From an optimization exercise on the open Yosys and OpenROAD flow, aimed at small area, a short achievable clock period and few clock cycles; shortcuts taken in it are not production practice.
Where RTL was checked, it was by simulation tests only, not by an equivalence proof against the original.
Power and IR drop assume default switching activity.

## the previous run
Design cache, start of the top module:
module cache(
    clk,
    proc_reset,
    proc_read,
    proc_write,
    proc_addr,
    proc_rdata,
    proc_wdata,
    proc_stall,
    mem_read,
    mem_write,
    mem_addr,
    mem_rdata,
    mem_wdata,
    mem_ready
);
Size: roughly 1300 flip-flops, roughly 0.054 mm2 of cells after synthesis.
export LEC_CHECK = 0
export CAP_MARGIN = 20
export CORE_MARGIN = 2
export CORE_UTILIZATION = 40
export SETUP_SLACK_MARGIN = 1.8
export SLEW_MARGIN = 20
create_clock -name core_clock -period 6.0 [get_ports {clk}]
run.sh (not shown) runs the stock make flow with config.mk's settings and CLKGATE_MAP_FILE= SYNTH_SCRIPT=/design/flow/synth_recipe.tcl, a recipe that flattens the netlist after the stock synthesis.
The previous run closes out successfully: all stages finished, all timing, DRC and antenna checks passed.
Edits applied to the flow inputs when going from the previous run to the current run:
-- flow/config.mk --
<<< the previous run, line 11
export SETUP_SLACK_MARGIN = 1.8
>>> the current run, line 11
## What came out
Number of placement rows: the current run vs the previous run identical. Compared with the previous run, the router placed fewer vias in the current run. Compared to the previous run, the current run has share of power burned in combinational logic 1.2 points lower. Against the previous run as the reference, the current run delivers a lower met1 routing resource usage after global routing. The current run gives more share of power burned in registers than the previous run did.
No functional check of the RTL was part of any run of this note.

---

cache, a different RTL version from the one above (not shown whole).
For scale: roughly 390 I/O pins.
export LEC_CHECK = 0
export CAP_MARGIN = 20
export CORE_MARGIN = 2
export CORE_UTILIZATION = 60
export CTS_BUF_LIST = sky130_fd_sc_hd__clkbuf_8
export CTS_CLUSTER_SIZE = 30
export SETUP_SLACK_MARGIN = 1.8
export SLEW_MARGIN = 20
create_clock -name core_clock -period 6.0 [get_ports {clk}]
The first run completed with no timing, DRC or antenna violations.
==> next run, changes <==
CORE_UTILIZATION = 40   (was 60)
CTS_BUF_LIST = default   (was sky130_fd_sc_hd__clkbuf_8)
CTS_CLUSTER_SIZE = default   (was 30)
=>
- The changed run went through all stages and came out clean
- synthesized area does not change
- hold slack loses 0.042 ns
- global-route usage is lower by 13 points
- critical path depth is higher by 2
- design area stays flat
No functional check of the RTL was part of any run of this note.

---

== JK ==
Another version of the RTL of cache (not shown whole).
Size: ~3,300 cells after synthesis, ~1,400 flip-flops, ~390 I/O pins, about 59,000 um2 of cells after synthesis.
==> flow/design.v (excerpt) <==
module cache(
    clk,
    proc_reset,
    proc_read,
    proc_write,
    proc_addr,
    proc_rdata,
    proc_wdata,
    proc_stall,
    mem_read,
    mem_write,
    mem_addr,
    mem_rdata,
    mem_wdata,
    mem_ready
);
==> flow/config.mk <==
export PLATFORM = sky130hd
export DESIGN_NAME = cache
export DESIGN_NICKNAME = cache
export VERILOG_FILES = /design/flow/design.v
export SDC_FILE = /design/flow/constraint.sdc
export NUM_CORES = 4
export LEC_CHECK = 0
export CAP_MARGIN = 20
export CORE_MARGIN = 2
export CORE_UTILIZATION = 40
export CTS_CLUSTER_DIAMETER = 90
export CTS_CLUSTER_SIZE = 22
export SETUP_SLACK_MARGIN = 3.4
export SLEW_MARGIN = 20
==> flow/constraint.sdc <==
create_clock -name core_clock -period 6.0 [get_ports {clk}]
set_input_delay 1.2000 -clock core_clock [delete_from_list [all_inputs] [get_ports {clk}]]
set_output_delay 1.2000 -clock core_clock [all_outputs]
set_load 0.01 [all_outputs]
standard.sh (not shown) runs the stock make flow with config.mk's settings and CLKGATE_MAP_FILE= SYNTH_SCRIPT=/design/flow/synth_recipe.tcl, a recipe that flattens the netlist after the stock synthesis.
==> flow/flow/run.sh <==
#!/bin/bash
# The standard layout, with plain buf_2 cells as the port buffers instead of
# the delay cells buffer_ports picks by default.
set -euo pipefail
export BUFFER_PORTS_ARGS="-buffer_cell sky130_fd_sc_hd__buf_2"
bash standard.sh finish > orfs_make.log 2>&1
In summary, JK completed successfully, with a layout that passed the timing, DRC and antenna checks.
Setup changes, JK to MS
- CTS_CLUSTER_SIZE: 22 -> 20
- CTS_CLUSTER_DIAMETER: 90 -> 80
Notes after the runs:
In the tables for JK and MS, non-clock buffer total of the final layout reads higher with JK. Looking at fraction of met1 tracks used by global routing, MS sits 0.20 points lower than JK does. Area added between synthesis and finish, JK and MS, lower one = JK. MS vs. JK: wire length reported by the detailed router did not really move; post-route cell area saw an increase; setup slack went up 0.043 ns. Relative to JK, the number of clock-tree buffers in the layout measured on MS has increased by a few percent.
Function was not checked in any run of this note: the RTL went through the layout flow alone.

---

Another version of the RTL of cache (not shown whole).
Size in the first run: about 2,900 cells after synthesis, ~1,400 flip-flops, ~390 I/O pins.
Design cache, start of the top module:
module cache(
    clk,
    proc_reset,
    proc_read,
    proc_write,
    proc_addr,
    proc_rdata,
    proc_wdata,
    proc_stall,
    mem_read,
    mem_write,
    mem_addr,
    mem_rdata,
    mem_wdata,
    mem_ready
);
==> flow/config.mk <==
export PLATFORM = sky130hd
export DESIGN_NAME = cache
export DESIGN_NICKNAME = cache
export VERILOG_FILES = /design/flow/design.v
export SDC_FILE = /design/flow/constraint.sdc
export NUM_CORES = 4
export LEC_CHECK = 0
export CAP_MARGIN = 20
export CORE_MARGIN = 2
export CORE_UTILIZATION = 40
export CTS_CLUSTER_DIAMETER = 80
export CTS_CLUSTER_SIZE = 20
export SETUP_SLACK_MARGIN = 3.4
export SLEW_MARGIN = 20
export TNS_END_PERCENT = 10
==> flow/constraint.sdc <==
create_clock -name core_clock -period 6.0 [get_ports {clk}]
set_input_delay 1.2000 -clock core_clock [delete_from_list [all_inputs] [get_ports {clk}]]
set_output_delay 1.2000 -clock core_clock [all_outputs]
set_load 0.01 [all_outputs]
run.sh (not shown) runs the stock make flow with config.mk's settings and CLKGATE_MAP_FILE= SYNTH_SCRIPT=/design/flow/synth_recipe.tcl, a recipe that flattens the netlist after the stock synthesis.
Stock flow here: none of the scripts above is used.
Testbench counts at the start, summed over its fixed seeds: cycles 145,525.
Rerun with:
Settings changed: CTS_CLUSTER_DIAMETER 80 to not set, CTS_CLUSTER_SIZE 20 to not set, TNS_END_PERCENT 10 to not set.
Effect:
- area after synthesis stays the same
- register-to-register slack gets better by 0.22 ns
- via count decreases by about 2%
- hold slack gets worse by 0.019 ns
- clock skew decreases by 0.015 ns
- design area increases by about 1.3%
- synthesized cell count is unchanged
- routed wire length decreases by 2.1%
- die area is unchanged
- total power increases by about 14%
- combinational power decreases by about 4%

## separate check: timing with driven ports
Ports are ideal in the flow. The routed layouts listed here were re-timed in OpenROAD. Step 1, drivers: a clkbuf_16 drives clk and a buf_2 each remaining input, both assumed. Step 2 adds t to the input delays and takes it off the output delays; t is the mean of the earliest and latest rising clock arrival at the registers after step 1. Input paths then give back, and output paths get back, about the clock's delay inside the block. a / b / c = ideal / step 1 / step 2; a / b = the first two.
run | shift t [ns] | setup WS [ns] | slew at the worst register clock pin (ns)
the previous run | 0.846 | 0.209 / -0.057 / -0.057 | 0.07 / 0.07
the current run | 0.835 | 0.060 / -0.004 / -0.004 | 0.07 / 0.07
the first run of note 2 | 0.992 | 0.397 / 0.359 / 0.289 | 0.08 / 0.08
the second run of note 2 | 0.845 | 0.471 / 0.435 / -0.289 | 0.06 / 0.06
JK | 0.758 | 2.688 / 2.441 / 1.683 | 0.10 / 0.10
MS | 0.786 | 2.731 / 2.481 / 1.695 | 0.09 / 0.09
the first run of note 4 | 0.799 | 3.159 / 3.067 / 2.268 | 0.09 / 0.09
the second run of note 4 | 0.879 | 3.254 / 3.059 / 2.179 | 0.06 / 0.06
With both steps, setup timing fails in the previous run, the current run and the second run of note 2, where it was met with ideal ports. For the second run of note 4, which loses most, drivers alone change the setup slack by -0.195 ns; drivers and shift together by -1.075 ns.
